Background: an optimization exercise with open tools, aiming at small area and a short achievable clock period. Do not read the settings as production practice. The RTL was checked by simulation tests, not by an equivalence proof against the original design.

## run G
// DF_Fir_Tree
module DF_Fir_Tree (clk, clk_enable, reset, filter_in, filter_out);
  input clk;
  input clk_enable;
  input reset;
  input signed [15:0] filter_in;
  output signed [32:0] filter_out;
  reg signed [15:0] d0, d1, d2, d3, d4, d5, d6, d7;
  reg signed [16:0] pa, pb;
  reg signed [32:0] output_register;
  reg [32:0] Rs, Rc;
  wire signed [16:0] pa_n = d0 + d4;
  wire signed [16:0] pb_n = d1 + d3;
  wire t_1 = d0[2] ^ pa[10];
  wire t_2 = d0[2] | pa[10];
  wire t_3 = d0[8] ^ pa[8];
  wire t_4 = d0[8] | pa[8];
  wire t_5, t_6;
  fir_fa ut_5 (.a(d0[9]), .b(pa[9]), .c(pa[7]), .s(t_5), .co(t_6));
  wire t_7, t_8;
  fir_fa ut_7 (.a(d0[3]), .b(pa[11]), .c(pb[8]), .s(t_7), .co(t_8));
  wire t_9, t_10;
  fir_fa ut_9 (.a(d0[10]), .b(pa[10]), .c(pa[8]), .s(t_9), .co(t_10));
  wire t_11, t_12;
  fir_fa ut_11 (.a(d0[4]), .b(pa[12]), .c(pa[0]), .s(t_11), .co(t_12));
  wire t_13 = pa[5] ^ pa[2];
  wire t_14 = pa[5] | pa[2];
  wire t_15, t_16;
  fir_fa ut_15 (.a(d0[11]), .b(pa[11]), .c(pa[9]), .s(t_15), .co(t_16));
  wire t_17, t_18;
  fir_fa ut_17 (.a(d0[5]), .b(pa[13]), .c(pa[1]), .s(t_17), .co(t_18));
  wire t_19, t_20;
  fir_fa ut_19 (.a(pa[6]), .b(pa[3]), .c(pb[14]), .s(t_19), .co(t_20));
  wire t_21, t_22;
  ...
For scale: about 1700 cells after synthesis, ~260 flip-flops, ~22000 um^2 of cells after synthesis.
clock: 13.0 ns
lec_check: 0
cap_margin: 20
core_margin: 2
core_utilization: 65
place_density: 0.75
slew_margin: 60
synth_hierarchical: 1
synth_minimum_keep_size: 0
run.sh (not shown) runs the stock make flow with config.mk's settings and CLKGATE_MAP_FILE= SYNTH_SCRIPT=/design/flow/synth_recipe.tcl, a recipe that flattens the netlist after the stock synthesis.
Changes in run R relative to run G:
- CORE_UTILIZATION now 40, was 65
- SLEW_MARGIN now 80, was 60
- CAP_MARGIN now 50, was 20
- PLACE_DENSITY now 0.6, was 0.75
==> comparison <==
Required arrival time at the worst endpoint for run R: 0.02 ns up relative to run G
The higher y dimension of the die came out of run R.
Run R ends up with a final weighted congestion of routability-driven global placement that is 7.3% lower than in run G.
On worst-case setup margin in the final layout, the lower figure sits with run G, not run R.
Relative to run G, wire length of the first global-routing pass has gone up in run R.
Run R: wire length the detailed router placed on met1 higher than run G
Die size: run R exceeds run G
As far as sequential cell count goes, run R and run G are indistinguishable; the numbers are identical.
Side by side, global-route total usage across every layer turned out lower in run R than in run G.

Another version of the RTL of DF_Fir_Tree (not shown whole).
Size in the first run: roughly 1600 cells after synthesis, about 52 I/O pins.
export LEC_CHECK = 0
export CAP_MARGIN = 20
export CORE_MARGIN = 2
export CORE_UTILIZATION = 40
export CTS_BUF_LIST = sky130_fd_sc_hd__clkbuf_8
export CTS_CLUSTER_DIAMETER = 80
export CTS_CLUSTER_SIZE = 15
export PLACE_DENSITY = 0.6
export SLEW_MARGIN = 20
export SYNTH_HIERARCHICAL = 1
export SYNTH_MINIMUM_KEEP_SIZE = 0
create_clock -name core_clock -period 13.0 [get_ports {clk}]
standard.sh (not shown) runs the stock make flow with config.mk's settings and CLKGATE_MAP_FILE= SYNTH_SCRIPT=/design/flow/synth_recipe.tcl, a recipe that flattens the netlist after the stock synthesis.
==> flow/flow/run.sh <==
#!/bin/bash
# Standard ORFS layout with two changes to how it is optimised:
#  - port buffers use buf_2 instead of the resizer's default pick;
#  - repair_timing aims for extra setup slack on the worst endpoints.
# Everything else (synthesis, floorplan, CTS, routing) is the standard.sh.
set -euo pipefail
bash standard.sh \
  "BUFFER_PORTS_ARGS=-buffer_cell sky130_fd_sc_hd__buf_2" \
  SETUP_SLACK_MARGIN=8.9 \
  TNS_END_PERCENT=10 \
  finish > standard_make.log 2>&1
Change:
--- a/flow/flow/run.sh
+++ b/flow/flow/run.sh
@@ -6,5 +6,5 @@
 set -euo pipefail
 bash standard.sh \
-  "BUFFER_PORTS_ARGS=-buffer_cell sky130_fd_sc_hd__buf_2" \
+  "BUFFER_PORTS_ARGS=-buffer_cell sky130_fd_sc_hd__buf_1" \
   SETUP_SLACK_MARGIN=8.9 \
   TNS_END_PERCENT=10 \
What happened:
- clock skew is about the same
- cell area falls slightly
- setup slack got worse by 0.029 ns
- fmax decreases slightly
- final cell count fell slightly
- critical path depth came out lower by 1
- count of clock-buffer cells in the layout is higher by 4
- global-route usage falls by 0.35 points
- via count shrinks slightly
Change:
--- a/flow/flow/run.sh
+++ b/flow/flow/run.sh
@@ -6,5 +6,5 @@
 set -euo pipefail
 bash standard.sh \
-  "BUFFER_PORTS_ARGS=-buffer_cell sky130_fd_sc_hd__buf_1" \
+  "BUFFER_PORTS_ARGS=-buffer_cell sky130_fd_sc_hd__buf_2" \
   SETUP_SLACK_MARGIN=8.9 \
   TNS_END_PERCENT=10 \
CORE_UTILIZATION = 60   (was 40)
CTS_BUF_LIST = default   (was sky130_fd_sc_hd__clkbuf_8)
CTS_CLUSTER_DIAMETER = 100   (was 80)
CTS_CLUSTER_SIZE = 20   (was 15)
PLACE_DENSITY = 0.72   (was 0.6)
What happened:
- flip-flop and latch count does not change
- final cell count fell by 8.0%
- die area fell by 33%
- critical path depth fell by 1
Change:
CORE_UTILIZATION = 40   (was 60)
PLACE_DENSITY = 0.6   (was 0.72)
Cell count rose by roughly a tenth.
Count of clock-buffer cells in the layout is unchanged.
Wire length goes up by a little under a tenth.
Non-clock buffer count drops by 27.
Via count came out lower slightly.
Hold slack is worse by 0.0087 ns.
Die area came out higher by well over a third.
Global-route usage fell by 8.4 points.
Change:
SLEW_MARGIN = 60   (was 20)
The new run passed the timing, design-rule and antenna checks.
Wire length increases by 0.65%.
Cell area increases by 0.90%.
Global-route usage increases by 0.18 points.
Clock skew is about the same.
Sequential share of layout area decreases by 0.25 points.
Synthesized cell count does not change.
Change:
==> flow/flow/run.sh (replaced) <==
#!/bin/bash
# Standard ORFS layout with two changes to how it is optimised:
#  - port buffers use buf_1 instead of the resizer's default pick;
#  - repair_timing aims for extra setup slack on the worst endpoints.
# Everything else (synthesis, floorplan, CTS, routing) is the standard.sh.
set -euo pipefail
bash standard.sh \
  "BUFFER_PORTS_ARGS=-buffer_cell sky130_fd_sc_hd__buf_1" \
  SETUP_SLACK_MARGIN=8.9 \
  TNS_END_PERCENT=10 \
  finish > standard_make.log 2>&1
CTS_BUF_LIST = sky130_fd_sc_hd__clkbuf_8   (was default)
CTS_CLUSTER_DIAMETER = 80   (was 100)
CTS_CLUSTER_SIZE = 15   (was 20)
SLEW_MARGIN = 20   (was 60)
The new run went through all stages and came out clean.
Die area does not change.
Via count shrinks by 1.6%.
Synthesized area is unchanged.
Final cell count drops by 0.89%.
Wire length falls by 3.0%.
Design area fell by 2.3%.
Sequential cell count stays the same.
Register-to-register slack gets worse by 0.06 ns.
Clock-buffer cell count came out higher by 2.

DF_Fir_Tree with an RTL version that a note above also has.
For scale: roughly 1700 cells after synthesis, roughly 52 I/O pins, ~0.022 sq mm of cells after synthesis.
==> flow/design.v (excerpt) <==
module DF_Fir_Tree (clk, clk_enable, reset, filter_in, filter_out);
clock: 13.0 ns
lec_check: 0
cap_margin: 20
core_margin: 2
core_utilization: 40
cts_buf_list: sky130_fd_sc_hd__clkbuf_8
place_density: 0.6
slew_margin: 60
synth_hierarchical: 1
synth_minimum_keep_size: 0
run.sh (not shown) runs the stock make flow with config.mk's settings and CLKGATE_MAP_FILE= SYNTH_SCRIPT=/design/flow/synth_recipe.tcl, a recipe that flattens the netlist after the stock synthesis.
Stock flow here: none of the scripts above is used.
Then changed:
Settings changed: CTS_BUF_LIST sky130_fd_sc_hd__clkbuf_8 to sky130_fd_sc_hd__clkbuf_4.
- The changed run ran to the end with no violations
- global-route usage rises by 0.23 points
- utilization barely changes
- worst setup slack gets worse by 0.096 ns
- register-to-register slack gets worse by 0.096 ns
- die area is unchanged
- critical path depth falls by 2
Then changed:
Settings changed: CTS_BUF_LIST sky130_fd_sc_hd__clkbuf_4 to unset, SLEW_MARGIN 60 to 20.
Final area fell by 1.1%; routed wire length shrinks by 1.4%; sequential share of layout area came out higher by 0.12 points; final cell count falls by 3.4%; critical path depth went down by 4; area after synthesis stays the same; global-route usage falls by 0.64 points; fmax falls by 7.0%; sequential cell count is unchanged; clock-buffer cell count shrinks by 76.
Then changed:
Settings changed: SLEW_MARGIN 20 to 60.
Global-route usage grows by 0.12 points. Fmax rises by 11%. Worst setup slack is better by 0.49 ns.

## old
DF_Fir_Tree with an RTL version that a note above also has.
For scale: roughly 1600 cells after synthesis, about 260 flip-flops, roughly 52 I/O pins, about 21000 um2 of cells after synthesis.
Settings: LEC_CHECK=0, CAP_MARGIN=20, CORE_MARGIN=2, CORE_UTILIZATION=40, CTS_CLUSTER_DIAMETER=100, CTS_CLUSTER_SIZE=20, PLACE_DENSITY=0.6, SLEW_MARGIN=20, SYNTH_HIERARCHICAL=1, SYNTH_MINIMUM_KEEP_SIZE=0; clock period 13.0 ns.
standard.sh (not shown) runs the stock make flow with config.mk's settings and CLKGATE_MAP_FILE= SYNTH_SCRIPT=/design/flow/synth_recipe.tcl, a recipe that flattens the netlist after the stock synthesis.
==> flow/flow/run.sh <==
#!/bin/bash
# Standard ORFS layout with two changes to how it is optimised:
#  - port buffers use buf_2 instead of the resizer's default pick;
#  - repair_timing aims for extra setup slack on the worst endpoints.
# Everything else (synthesis, floorplan, CTS, routing) is the standard.sh.
set -euo pipefail
bash standard.sh \
  "BUFFER_PORTS_ARGS=-buffer_cell sky130_fd_sc_hd__buf_2" \
  SETUP_SLACK_MARGIN=9.0 \
  TNS_END_PERCENT=25 \
  finish > standard_make.log 2>&1
Modified inputs, new compared to old
- CTS_CLUSTER_DIAMETER: 100 -> unset
- CTS_CLUSTER_SIZE: 20 -> unset
- SLEW_MARGIN: 20 -> 60
==> flow/run.sh (new file) <==
#!/bin/bash
# synth_recipe.tcl (not shown) runs the flow's synth.tcl, then flattens the netlist and writes it again
# the make line also repeats each setting of config.mk as NAME=value (left out here)
make -C /OpenROAD-flow-scripts/flow DESIGN_CONFIG=/design/flow/config.mk WORK_HOME=/design/flow/orfs CLKGATE_MAP_FILE= SYNTH_SCRIPT=/design/flow/synth_recipe.tcl finish
removed: flow/flow/run.sh
removed: flow/standard.sh
==> run notes <==
- In the metrics for old and new, the one carrying the higher final instance area is old.
- Post-cts hold buffer count of new is on par with old.
- Any difference in fraction of met3 tracks used by global routing between new and old is small enough to ignore.
- new reached the end of the flow, and the finished layout is clean on the timing, design-rule and antenna checks.
- Reported for old and new, number of design rule violations left after detail routing turned out identical to the last digit.
- In new, clock transition time at the flip-flop clock pins of the worst setup and hold paths is lower than in old.

Starting RTL as in the previous note.
clock: 13.0 ns
lec_check: 0
cap_margin: 20
core_margin: 2
core_utilization: 40
cts_cluster_diameter: 100
cts_cluster_size: 20
place_density: 0.6
slew_margin: 20
synth_hierarchical: 1
synth_minimum_keep_size: 0
==> flow/flow/run.sh <==
#!/bin/bash
# Standard ORFS layout with two changes to how it is optimised:
#  - port buffers use buf_2 instead of the resizer's default pick;
#  - repair_timing aims for extra setup slack on the worst endpoints.
# Everything else (synthesis, floorplan, CTS, routing) is the standard.sh.
set -euo pipefail
bash standard.sh \
  "BUFFER_PORTS_ARGS=-buffer_cell sky130_fd_sc_hd__buf_2" \
  SETUP_SLACK_MARGIN=8.9 \
  TNS_END_PERCENT=100 \
  finish > standard_make.log 2>&1
Rerun with:
==> flow/run.sh (new file) <==
#!/bin/bash
# synth_recipe.tcl (not shown) runs the flow's synth.tcl, then flattens the netlist and writes it again
# the make line also repeats each setting of config.mk as NAME=value (left out here)
make -C /OpenROAD-flow-scripts/flow DESIGN_CONFIG=/design/flow/config.mk WORK_HOME=/design/flow/orfs CLKGATE_MAP_FILE= SYNTH_SCRIPT=/design/flow/synth_recipe.tcl finish
CTS_CLUSTER_DIAMETER = 70   (was 100)
CTS_CLUSTER_SIZE = 26   (was 20)
SLEW_MARGIN = 60   (was 20)
removed: flow/flow/run.sh
removed: flow/standard.sh
Setup slack is worse by 0.46 ns.
Non-clock buffer count went down by 114.
Register-to-register slack is worse by 0.46 ns.
Wire length goes down by 7.9%.
Via count is lower by 4.8%.
Sequential cell count stays the same.
Global-route usage came out lower by 1.2 points.
Core utilization came out lower by 1.7 points.
Rerun with:
==> flow/flow/run.sh (new file) <==
#!/bin/bash
# Standard ORFS layout with two changes to how it is optimised:
#  - port buffers use buf_2 instead of the resizer's default pick;
#  - repair_timing aims for extra setup slack on the worst endpoints.
# Everything else (synthesis, floorplan, CTS, routing) is the standard.sh.
set -euo pipefail
bash standard.sh \
  "BUFFER_PORTS_ARGS=-buffer_cell sky130_fd_sc_hd__buf_2" \
  SETUP_SLACK_MARGIN=8.9 \
  TNS_END_PERCENT=10 \
  finish > standard_make.log 2>&1
==> flow/standard.sh (new file) <==
#!/bin/bash
# synth_recipe.tcl (not shown) runs the flow's synth.tcl, then flattens the netlist and writes it again
# the make line also repeats each setting of config.mk as NAME=value (left out here)
make -C /OpenROAD-flow-scripts/flow DESIGN_CONFIG=/design/flow/config.mk WORK_HOME=/design/flow/orfs CLKGATE_MAP_FILE= SYNTH_SCRIPT=/design/flow/synth_recipe.tcl "${@:-finish}"
CTS_CLUSTER_DIAMETER = 100   (was 70)
CTS_CLUSTER_SIZE = 20   (was 26)
SLEW_MARGIN = 40   (was 60)
removed: flow/run.sh
The new run completed with no timing, DRC or antenna violations.
Flip-flop and latch count does not change.
Design area is higher by 2.8%.
Clock-buffer cell count is higher by 1.
Non-clock buffer count is higher by 92.
Synthesized cell count does not change.
Worst setup slack improved by 0.44 ns.
Via count is higher by 3.9%.
Routed wire length is higher by 7.4%.
Area after synthesis is unchanged.

-- separate check: timing with driven ports --
How much do the figures lean on ideal ports? The routed layouts below were timed once more, with nothing changed but the port constraints.
Step 1, drivers: a clkbuf_16 drives clk and a buf_2 each remaining input, both assumed.
Step 2 moves the port delays by t, midway between the first and last clock arrival at a register: inputs arrive t later, outputs are due t later. That takes back most of the time a late clock gives input paths.
Slacks: no drivers / after step 1 / after step 2; pairs: no drivers / after step 1.
| run | t (ns) | slack for setup (ns) | worst setup path after step 2 |
|---|---|---|---|
| run G | 0.622 | 8.468 / 8.468 / 8.468 | register to register |
| run R | 0.639 | 8.549 / 8.549 / 8.338 | input to register |
| the first run of note 2 | 0.670 | 8.800 / 8.800 / 8.542 | input to register |
| the second run of note 2 | 0.657 | 8.771 / 8.771 / 8.518 | input to register |
| the third run of note 2 | 0.569 | 8.803 / 8.803 / 8.355 | input to register |
| the fourth run of note 2 | 0.595 | 8.808 / 8.808 / 8.500 | input to register |
| the fifth run of note 2 | 0.594 | 8.831 / 8.831 / 8.391 | input to register |
| the sixth run of note 2 | 0.657 | 8.771 / 8.771 / 8.518 | input to register |
| the first run of note 3 | 0.664 | 8.459 / 8.459 / 8.349 | input to register |
| the second run of note 3 | 0.851 | 8.363 / 8.363 / 8.330 | input to register |
| the third run of note 3 | 0.632 | 8.014 / 8.023 / 7.391 | input to register |
| the fourth run of note 3 | 0.633 | 8.500 / 8.500 / 8.331 | input to register |
| old | 0.593 | 8.810 / 8.810 / 8.513 | input to register |
| new | 0.610 | 8.430 / 8.430 / 8.430 | register to register |
| the first run of note 5 | 0.594 | 8.837 / 8.837 / 8.528 | input to register |
| the second run of note 5 | 0.625 | 8.377 / 8.377 / 8.377 | register to register |
| the third run of note 5 | 0.581 | 8.821 / 8.821 / 8.390 | input to register |
After both steps every run listed still meets setup and hold. The setup slack of the third run of note 3, which loses most, moves by +0.009 ns with the drivers and by -0.623 ns with both steps.
